Background: an optimization exercise with open tools, aiming at small area and a short achievable clock period. Do not read the settings as production practice.
In this exercise RTL edits were held to simulation tests only and were not proved equivalent to the original.
Power figures rest on the tool's default switching activity, not on a simulated workload.

===== design/flow/design.v =====
module B_aoi222(a1, a2, b1, b2, c1, c2, y);
   input a1, a2, b1, b2, c1, c2;
   output y;
   assign y = ~((a1 & a2) | (b1 & b2) | (c1 & c2));
endmodule
module B_rdbit(sel, d, hit, hitn, wd, y);
   input [31:0] sel;
   input [31:0] d;
   input hit, hitn, wd;
   output y;
   wire [10:0] n;
   genvar g;
   generate
      for (g = 0; g < 10; g = g + 1) begin : g_aoi
         B_aoi222 u (.a1(sel[3*g]), .a2(d[3*g]), .b1(sel[3*g+1]), .b2(d[3*g+1]),
                     .c1(sel[3*g+2]), .c2(d[3*g+2]), .y(n[g]));
      end
   endgenerate
   B_aoi222 u10 (.a1(sel[30]), .a2(d[30]), .b1(sel[31]), .b2(d[31]),
                 .c1(hit), .c2(wd), .y(n[10]));
   wire p0 = ~(&n[3:0]);
   wire p1 = ~(&n[7:4]);
   wire p2 = ~(&n[10:8]);
   assign y = (p0 | p1 | p2) & (hitn | wd);
endmodule
module B_regFile(Clk, SrcRegA, SrcRegB, DestReg, WriteData, WE, DataA, DataB);
   input Clk;
   input [4:0] SrcRegA, SrcRegB;
   input [4:0] DestReg;
   input [31:0] WriteData;
   input WE;
   output [31:0] DataA, DataB;
   reg [31:0] REG_FILE [0:31];
   always @(posedge Clk)
      if (WE) REG_FILE[DestReg] <= WriteData;
   wire [31:0] selA = 32'd1 << SrcRegA;
   wire [31:0] selB = 32'd1 << SrcRegB;
   wire hitA = WE & (SrcRegA == DestReg);
   wire hitB = WE & (SrcRegB == DestReg);
   genvar k, b;
   generate
      for (b = 0; b < 32; b = b + 1) begin : g_bit
         wire [31:0] col;
         for (k = 0; k < 32; k = k + 1) begin : g_col
            wire [31:0] word = REG_FILE[k];
            assign col[k] = word[b];
         end
         B_rdbit ua (.sel(selA), .d(col), .hit(hitA), .hitn(~hitA), .wd(WriteData[b]), .y(DataA[b]));
         B_rdbit ub (.sel(selB), .d(col), .hit(hitB), .hitn(~hitB), .wd(WriteData[b]), .y(DataB[b]));
      end
   endgenerate
endmodule

===== design/flow/flow/run.sh =====
#!/bin/bash
# Own layout flow: the standard ORFS flow (standard.sh, unchanged
# synthesis, floorplan, power grid and routing) with three changes:
#  - ports are buffered with buf_2 rather than the resizer's default pick
#  - CTS inserts no dummy loads
#  - CTS uses clkbuf_8/clkbuf_16 and clusters up to 24 flip-flops per leaf buffer
set -euo pipefail
cd "$(dirname "$0")/.."
export BUFFER_PORTS_ARGS="-buffer_cell sky130_fd_sc_hd__buf_2"
export CTS_ARGS="-sink_clustering_enable -repair_clock_nets -dont_use_dummy_load -buf_list {sky130_fd_sc_hd__clkbuf_8 sky130_fd_sc_hd__clkbuf_16} -sink_clustering_size 24 -sink_clustering_max_diameter 60"
bash standard.sh finish > flow_make.log 2>&1

===== design/flow/standard.sh =====
#!/bin/bash
# synth_recipe.tcl (not shown) runs the flow's synth.tcl, then flattens the netlist and writes it again
# the make line also repeats each setting of config.mk as NAME=value (left out here)
make -C /OpenROAD-flow-scripts/flow DESIGN_CONFIG=/design/flow/config.mk WORK_HOME=/design/flow/orfs CLKGATE_MAP_FILE= SYNTH_SCRIPT=/design/flow/synth_recipe.tcl "${@:-finish}"

===== design/flow/config.mk =====
export PLATFORM = sky130hd
export DESIGN_NAME = B_regFile
export DESIGN_NICKNAME = B_regFile
export VERILOG_FILES = /design/flow/design.v
export SDC_FILE = /design/flow/constraint.sdc
export NUM_CORES = 4
export LEC_CHECK = 0
export CAP_MARGIN = 20
export CORE_MARGIN = 2
export CORE_UTILIZATION = 40
export CTS_BUF_LIST = sky130_fd_sc_hd__clkbuf_8 sky130_fd_sc_hd__clkbuf_16
export SETUP_SLACK_MARGIN = 4.2
export SLEW_MARGIN = 20
export SYNTH_HIERARCHICAL = 1

===== design/flow/constraint.sdc =====
create_clock -name core_clock -period 11.0 [get_ports {Clk}]
set_input_delay 2.2000 -clock core_clock [delete_from_list [all_inputs] [get_ports {Clk}]]
set_output_delay 2.2000 -clock core_clock [all_outputs]
set_load 0.01 [all_outputs]

==> results of run 1 <==
-- stage by stage --
step                instances  instance area [sq um]  worst slack [ps]  power (uW)
floorplan                2154                  40400              4420        4640
global placement         3646                  44000              4060        4910
detailed placement       3646                  44000              3910        4920
CTS                      3704                  45500              4140        6950
global route             3713                  45600              4140        7110
finish                   3715                  45600              4160        6970
-- routing by layer --
metal,global-route usage,vias up,part of all wire
met1,0.401,15000,0.34
met5,0,-,0.000081
met2,0.437,3372,0.42
met4,0.148,2,0.058
li1,-,11400,-
met3,0.104,569,0.18
-- worst max path at each step --
stage | start | endpoint | slack, ps | cells after the start
2_1_floorplan | SrcRegB[0] | DataB[0] | 4420 | 6
3_3_place_gp | SrcRegA[3] | DataA[9] | 4060 | 8
3_5_place_dp | SrcRegB[3] | DataB[28] | 3910 | 8
4_1_cts | SrcRegB[4] | DataB[28] | 4140 | 8
5_1_grt | SrcRegB[4] | DataB[28] | 4140 | 8
6_report | SrcRegB[0] | DataB[28] | 4160 | 8
-- critical path, cell delays in order --
cell      delay (ps)
buf_2            160
or3b_1           420
nor2_4            40
buf_4            320
a222oi_1         470
nand4_1          360
o32a_1           490
buf_2            160
-- power breakdown --
group	leakage [uW]	total, uW	internal, uW	switching [uW]
clock	0.000702	2110	916	1190
sequential	0.00922	4360	4340	21.5
combinational	0.00346	503	147	356
-- what timing repair did --
| item | in CTS | in global routing |
|---|---|---|
| pin swaps | 0 | 10 |
| buffers inserted | 1 | 8 |
| resized for setup | 9 | 27 |
| setup endpoints to repair | 62 | 25 |
-- cell usage in the layout, fill, tap and decap left out --
cell       synthesis  final
or3_4              0      2
nor2_1            98      3
xnor2_1            2      2
buf_4              1     97
nand4_1          128    128
nand2_4            0      1
xor2_1             8      8
nor2_4             0     96
and3_2             0      2
nand2_1            5      1
a222oi_1         704    704
nand3_1           70     68
nand2b_4           0      4
nand2_2            0      3
or2_4              0      2
buf_2              8    112
or3b_1             7      5
nor4_2             2      2
edfxtp_1        1024   1024
or3_1              3      1
buf_12             0      4
or3b_4             0      2
nand3_2            0      2
buf_6              4      9
nand3b_1          11     11
o32a_1            64     64
clkbuf_16          0     57
diode_2            0      3
-- per-module statistics from Yosys (local to each module, per instance) --
module | area, sq um | cells
B_regFile | 31600 | 1194
B_rdbit | 27.5 | 4
B_aoi222 | 10.0 | 1
-- layout make-up --
type / instances / area, sq um
fillers: 8578 / 54500
flip-flops and latches: 1024 / 30700
multi-input cells: 1111 / 10400
well taps: 1298 / 1620
repair buffers: 222 / 1470
clock buffers: 57 / 1430
diodes: 3 / 7.51
-- cell usage after synthesis --
library cell and n:
buf_6 4, nand3_1 70, o32a_1 64, buf_4 1, clkbuf_1 6, nand4_1 128, nor4_2 2, or2_2 2
a222oi_1 704, nand3b_1 11, xor2_1 8, nand2b_1 4, and3_1 2, or3_1 3, buf_2 8, nor2_2 1
or3b_1 7, nand2_1 5, nor2_1 98, edfxtp_1 1024, xnor2_1 2
-- cell families (layout without fill, tap and decap cells) --
| kind of cell | count (synthesis) | after routing | synth area share |
|---|---|---|---|
| xor+xnor | 10 | 10 | 0.00217 |
| flops | 1024 | 1024 | 0.761 |
| buf+inv | 19 | 279 | 0.00285 |
| simple gates | 333 | 333 | 0.0441 |
| compound gates | 768 | 768 | 0.190 |
| other cells | 0 | 3 | 0 |
==> impl_metrics.yaml, run 1 <==
floorplanning:
  ios: 113
  core_area_sq_um: 100000
  row_count: 116
  fp.dieH_microns: 322
  start_util: 0.404
  die_x_microns: 322
  die-area_sq_um: 104000
layout:
  area_growth_pct: 12.9
  fin_util: 0.456
  drive_gt1_frac: 0.164
  largest_register: "REG_FILE"
  layout.nets: 2465
  largest_register_ffs: 1024
  largestRegisters: "REG_FILE: 1024 flops"
logic_synthesis:
  ys_seq_elements: 1024
  yosysTopAreaCellShare: 0.761
  ys_types: 21
  synth_nets: 2203
  syn_avg_cell_area_sq_um: 18.8
  yosys-top-cells-area: "edfxtp_1 (76%), a222oi_1 (17%), nand4_1 (2.0%)"
  synth_area_leader_cell: "edfxtp_1"
  syn_inst: 2154
  syn-cell-area_sq_um: 40400
  ys.warnings.count: 7
  yosysSeqAreaShare: 0.761
worst_setup_path:
  cp-end-kind: "output pin"
  worstSetupPathType: "in -> out"
  cp-start-kind: "input port"
  worstPathArrival_ps: 4640
  crit_path_max_fanout: 32
  cp_data_required_time_ps: 8800
clock_tree:
  cts_hold_buf: 0
  numCtsBuffers: 57
  clock_tree.buffer_depth: 3
  root_buffer: "clkbuf_16"
  htree_levels: 2
  cts_tree: "done"
  cts_sinks: 1024
  clk_transition_reported_paths_ps: 90
hold_path:
  min_from: "WriteData[11]"
  hold_class: "in -> reg"
  worstHoldEndpoint: "REG_FILE[26][11]"
  holdPathStages: 1
drt:
  wl_per_cell_microns: 43.1
  via_per_inst: 8.16
  route.detailed.drc: 0
  drt_iter0_markers: 8825
  ant_nets: 0
  via_count: 30300
  first_pass_iters: 13
  drt-total-wl_microns: 160000
timing:
  fmax_mhz: 146
  period_needed_ps: 6840
  grt_setup_unrepaired: "yes"
  max_slew_margin: 0.272
  setup_viol: 0
  max_slew.worst_pin.slew_ps: 1090
  final_max_slew_viol_count: 0
  fin_crit_sh: 0.622
  hold_viol: 0
  setup_tns_ps: 0
  hold_ws_ps: 2060
global_routing:
  grt_max_degree: 37
  grt_remaining_overflow: 0
  antenna_found_initial: 11
  grt_pass1_wl_microns: 220000
  grt_pass1_vias: 29300
  grt_use_total: 0.301
place:
  io_buffer_count: 112
  place_hpwl_microns: 86400
  place_congestion: 0.871
job:
  cap_violations: 0
power_and_ir_drop:
  vdd_drop_max_v: 0.000123
  p_per_area_nw_per_um2: 153
  power.leakage_uw: 0.0134
status:
  status: "complete, no violations"
==> run 2, diff against run 1 <==
==> design/flow/flow/run.sh (replaced) <==
#!/bin/bash
# Own layout flow: the standard ORFS flow (standard.sh, unchanged
# synthesis, floorplan, power grid and routing) with three changes:
#  - ports are buffered with buf_2 rather than the resizer's default pick
#  - CTS inserts no dummy loads
#  - CTS uses clkbuf_8/clkbuf_16 and clusters up to 28 flip-flops per leaf buffer
set -euo pipefail
cd "$(dirname "$0")/.."
export BUFFER_PORTS_ARGS="-buffer_cell sky130_fd_sc_hd__buf_2"
export CTS_ARGS="-sink_clustering_enable -repair_clock_nets -dont_use_dummy_load -buf_list {sky130_fd_sc_hd__clkbuf_8 sky130_fd_sc_hd__clkbuf_16} -sink_clustering_size 28 -sink_clustering_max_diameter 60"
bash standard.sh finish > flow_make.log 2>&1
--- a/design/flow/config.mk
+++ b/design/flow/config.mk
@@ -6,6 +6,7 @@
 export NUM_CORES = 4
 export LEC_CHECK = 0
 export CAP_MARGIN = 20
+export CELL_PAD_IN_SITES_DETAIL_PLACEMENT = 1
 export CORE_MARGIN = 2
 export CORE_UTILIZATION = 40
 export CTS_BUF_LIST = sky130_fd_sc_hd__clkbuf_8 sky130_fd_sc_hd__clkbuf_16
==> run 2 against run 1 <==
Still clean. Utilization increased by 0.26 points. Sequential share of layout area decreased by 0.38 points. Sequential cell count unchanged. Via count increased by 1.8%. Clock power increased by 3%. Worst setup slack improved by 3.1 ps. Sequential power about the same. Routed wire length increased by 5.3%. Area after synthesis unchanged. Cell area increased by 0.57%. Final cell count increased by 0.67%. Largest cell class unchanged.
==> impl_metrics.yaml, run 2 <==
logic_synthesis:
  ys_types: 21
  yosysSeqAreaShare: 0.761
  yosysTopAreaCellShare: 0.761
  ys_seq_elements: 1024
  synthFlopType: "edfxtp_1"
  syn_avg_cell_area_sq_um: 18.8
  synth_common_cells: "edfxtp_1 (1024), a222oi_1 (704), nand4_1 (128)"
  syn-cell-area_sq_um: 40400
  synth-edff-count: 1024
  yosys-top-cells-area: "edfxtp_1 (76%), a222oi_1 (17%), nand4_1 (2.0%)"
  yosysMostFrequentCell: "edfxtp_1"
  synth_nets: 2203
  ys.warnings.count: 7
  syn_inst: 2154
  synth_area_leader_cell: "edfxtp_1"
  async_flop_share: 0
global_routing:
  antenna_found_initial: 15
  grt_max_degree: 37
  grt_use_total: 0.316
  grt_pass1_wl_microns: 232000
  grt_remaining_overflow: 0
  grt_pass1_vias: 30700
timing:
  max_slew_margin: 0.283
  grt_setup_unrepaired: "yes"
  fmax_mhz: 146
  max_slew.worst_pin.slew_ps: 1070
  setup_viol: 0
  setup_tns_ps: 0
  period_needed_ps: 6840
  hold_viol: 0
  hold_ws_ps: 2040
  final_max_slew_viol_count: 0
  fin_crit_sh: 0.622
hold_path:
  holdPathStages: 1
  min_from: "WriteData[2]"
  hold_class: "in -> reg"
layout:
  largestRegisters: "REG_FILE: 1024 flops"
  final_cell_mix: "edfxtp_1 (1024), a222oi_1 (704), nand4_1 (128), buf_4 (115), buf_2 (112)"
  layout.nets: 2489
  drive_gt1_frac: 0.174
  largest_register_ffs: 1024
  largest_register: "REG_FILE"
  area_growth_pct: 13.5
  final_common_cell: "edfxtp_1"
  fin_util: 0.458
worst_setup_path:
  crit_top_cell: "buf_2"
  crit_start: "SrcRegA[4]"
  slowest_stage: "buf_4"
  cp_num_buf_inv: 3
  cp-start-kind: "input port"
  critical_path_depth: 8
  worstSetupPathType: "in -> out"
  worstPathArrival_ps: 4640
  cp_data_required_time_ps: 8800
  crit_path_max_fanout: 32
  cp_cell_sequence: "buf_2, or3b_4, nor2_4, buf_4, a222oi_1, nand3_1, o32a_1, buf_2"
  cp-end-kind: "output pin"
  critical-path-top-delay-family: "buffers and inverters"
  crit_path_max_incr_delay_ps: 600
power_and_ir_drop:
  p_per_area_nw_per_um2: 154
  power.leakage_uw: 0.0135
  power_uw: 7050
  vdd_drop_max_v: 0.000133
drt:
  first_pass_iters: 13
  via_count: 30900
  drt-total-wl_microns: 169000
  ant_nets: 0
  drt_iter0_markers: 9450
  route.detailed.drc: 0
  wl_per_cell_microns: 45.1
  via_per_inst: 8.25
place:
  io_buffer_count: 112
  place_congestion: 0.871
  place_hpwl_microns: 91600
clock_tree:
  numCtsBuffers: 59
  clk_transition_reported_paths_ps: 100
  cts_hold_buf: 0
  cts_tree: "done"
  clock_tree.buffer_depth: 3
  root_buffer: "clkbuf_16"
  htree_levels: 2
  cts_sinks: 1024
job:
  cap_violations: 0
floorplanning:
  die_x_microns: 322
  ios: 113
  die-area_sq_um: 104000
  fp.dieH_microns: 322
  core_area_sq_um: 100000
  start_util: 0.404
  row_count: 116
status:
  status: "complete, no violations"
-- run 2: cell counts after synthesis --
No cell type changed its count.
-- run 2: Yosys stat by module (local to each module, per instance) --
module / area [sq um] / times used / cells / flops+latches
B_aoi222: 10.0 / 704 / 1 / 0
B_rdbit: 27.5 / 64 / 4 / 0
B_regFile: 31600 / 1 / 1194 / 1024
-- run 2: final cells by class --
cell class              count  area, sq um
diodes                      4         10.0
clock buffers              59         1480
fillers                  9470        54300
multi-input cells        1111        10400
flip-flops and latches   1024        30700
well taps                1298         1620
repair buffers            244         1660
-- run 2: logic make-up after synthesis --
logic type | count (synthesis) | synth area share
AOI/OAI and AO/OA | 768 | 0.190
xor gates and xnor gates | 10 | 0.00217
and+or+nand+nor | 333 | 0.0441
buffers and inverters | 19 | 0.00285
DFF | 1024 | 0.761
-- run 2: path summary, 6_finish.rpt --
kind	endpoint
hold / removal	REG_FILE[1][2]
setup / recovery	DataA[7]
-- run 2: per-stage QoR --
| stage | setup slack, ps | instances | area, sq um |
|---|---|---|---|
| 3_3_place_gp | 4060 | 3646 | 44000 |
| 5_1_grt | 4130 | 3739 | 45900 |
| 3_5_place_dp | 3940 | 3646 | 44000 |
| 4_1_cts | 4160 | 3710 | 45500 |
| 6_report | 4160 | 3740 | 45900 |
| 2_1_floorplan | 4420 | 2154 | 40400 |
-- run 2: report_power, final --
group	internal (uW)	switching, uW	leakage [uW]	total, uW
clock network	946	1220	0.000727	2170
registers	4340	23.2	0.00922	4360
logic	153	365	0.00357	518
total	5440	1610	0.0135	7050
-- run 2: what timing repair did --
action                                  in CTS  in global routing
gates resized for setup                     14                 30
endpoints found under the hold margin        0                  0
buffers inserted                             5                 26
pin swaps                                    0                 16
endpoints found under the setup margin      64                 37
-- run 2: metal layers --
layer  GRT usage  vias up  wire, microns
li1            -    11500              -
met1       0.419    15500          57000
met2       0.465     3285          72500
met3       0.100      634          28700
met4       0.166        6          10500
met5           0        -             36

-- afterwards: timing with drivers on the ports --
No port has a modelled driver above. Below, the same layouts with a new extraction and two added sets of constraints. Step 1 assumes that a clkbuf_16 drives the clock port and a buf_2 every other input. Step 2, shift: input delay + t, output delay - t, t = (earliest + latest rising clock arrival at the registers) / 2. This alone moves slack from input paths to output paths. Slacks: ideal / step 1 / step 2; pairs: ideal / step 1.
| run | t (ns) | slack for setup (ns) | latest minus earliest clock arrival (ns) | worst slew at a driven data input, ns |
|---|---|---|---|---|
| run 1 | 0.708 | 4.157 / 4.128 / 4.128 | 0.077 / 0.077 | 0.16 |
| run 2 | 0.738 | 4.160 / 4.095 / 4.095 | 0.082 / 0.082 | 0.18 |
After both steps every run listed still meets setup and hold. For run 2, which loses most, drivers alone change the setup slack by -0.065 ns; drivers and shift together by -0.065 ns.
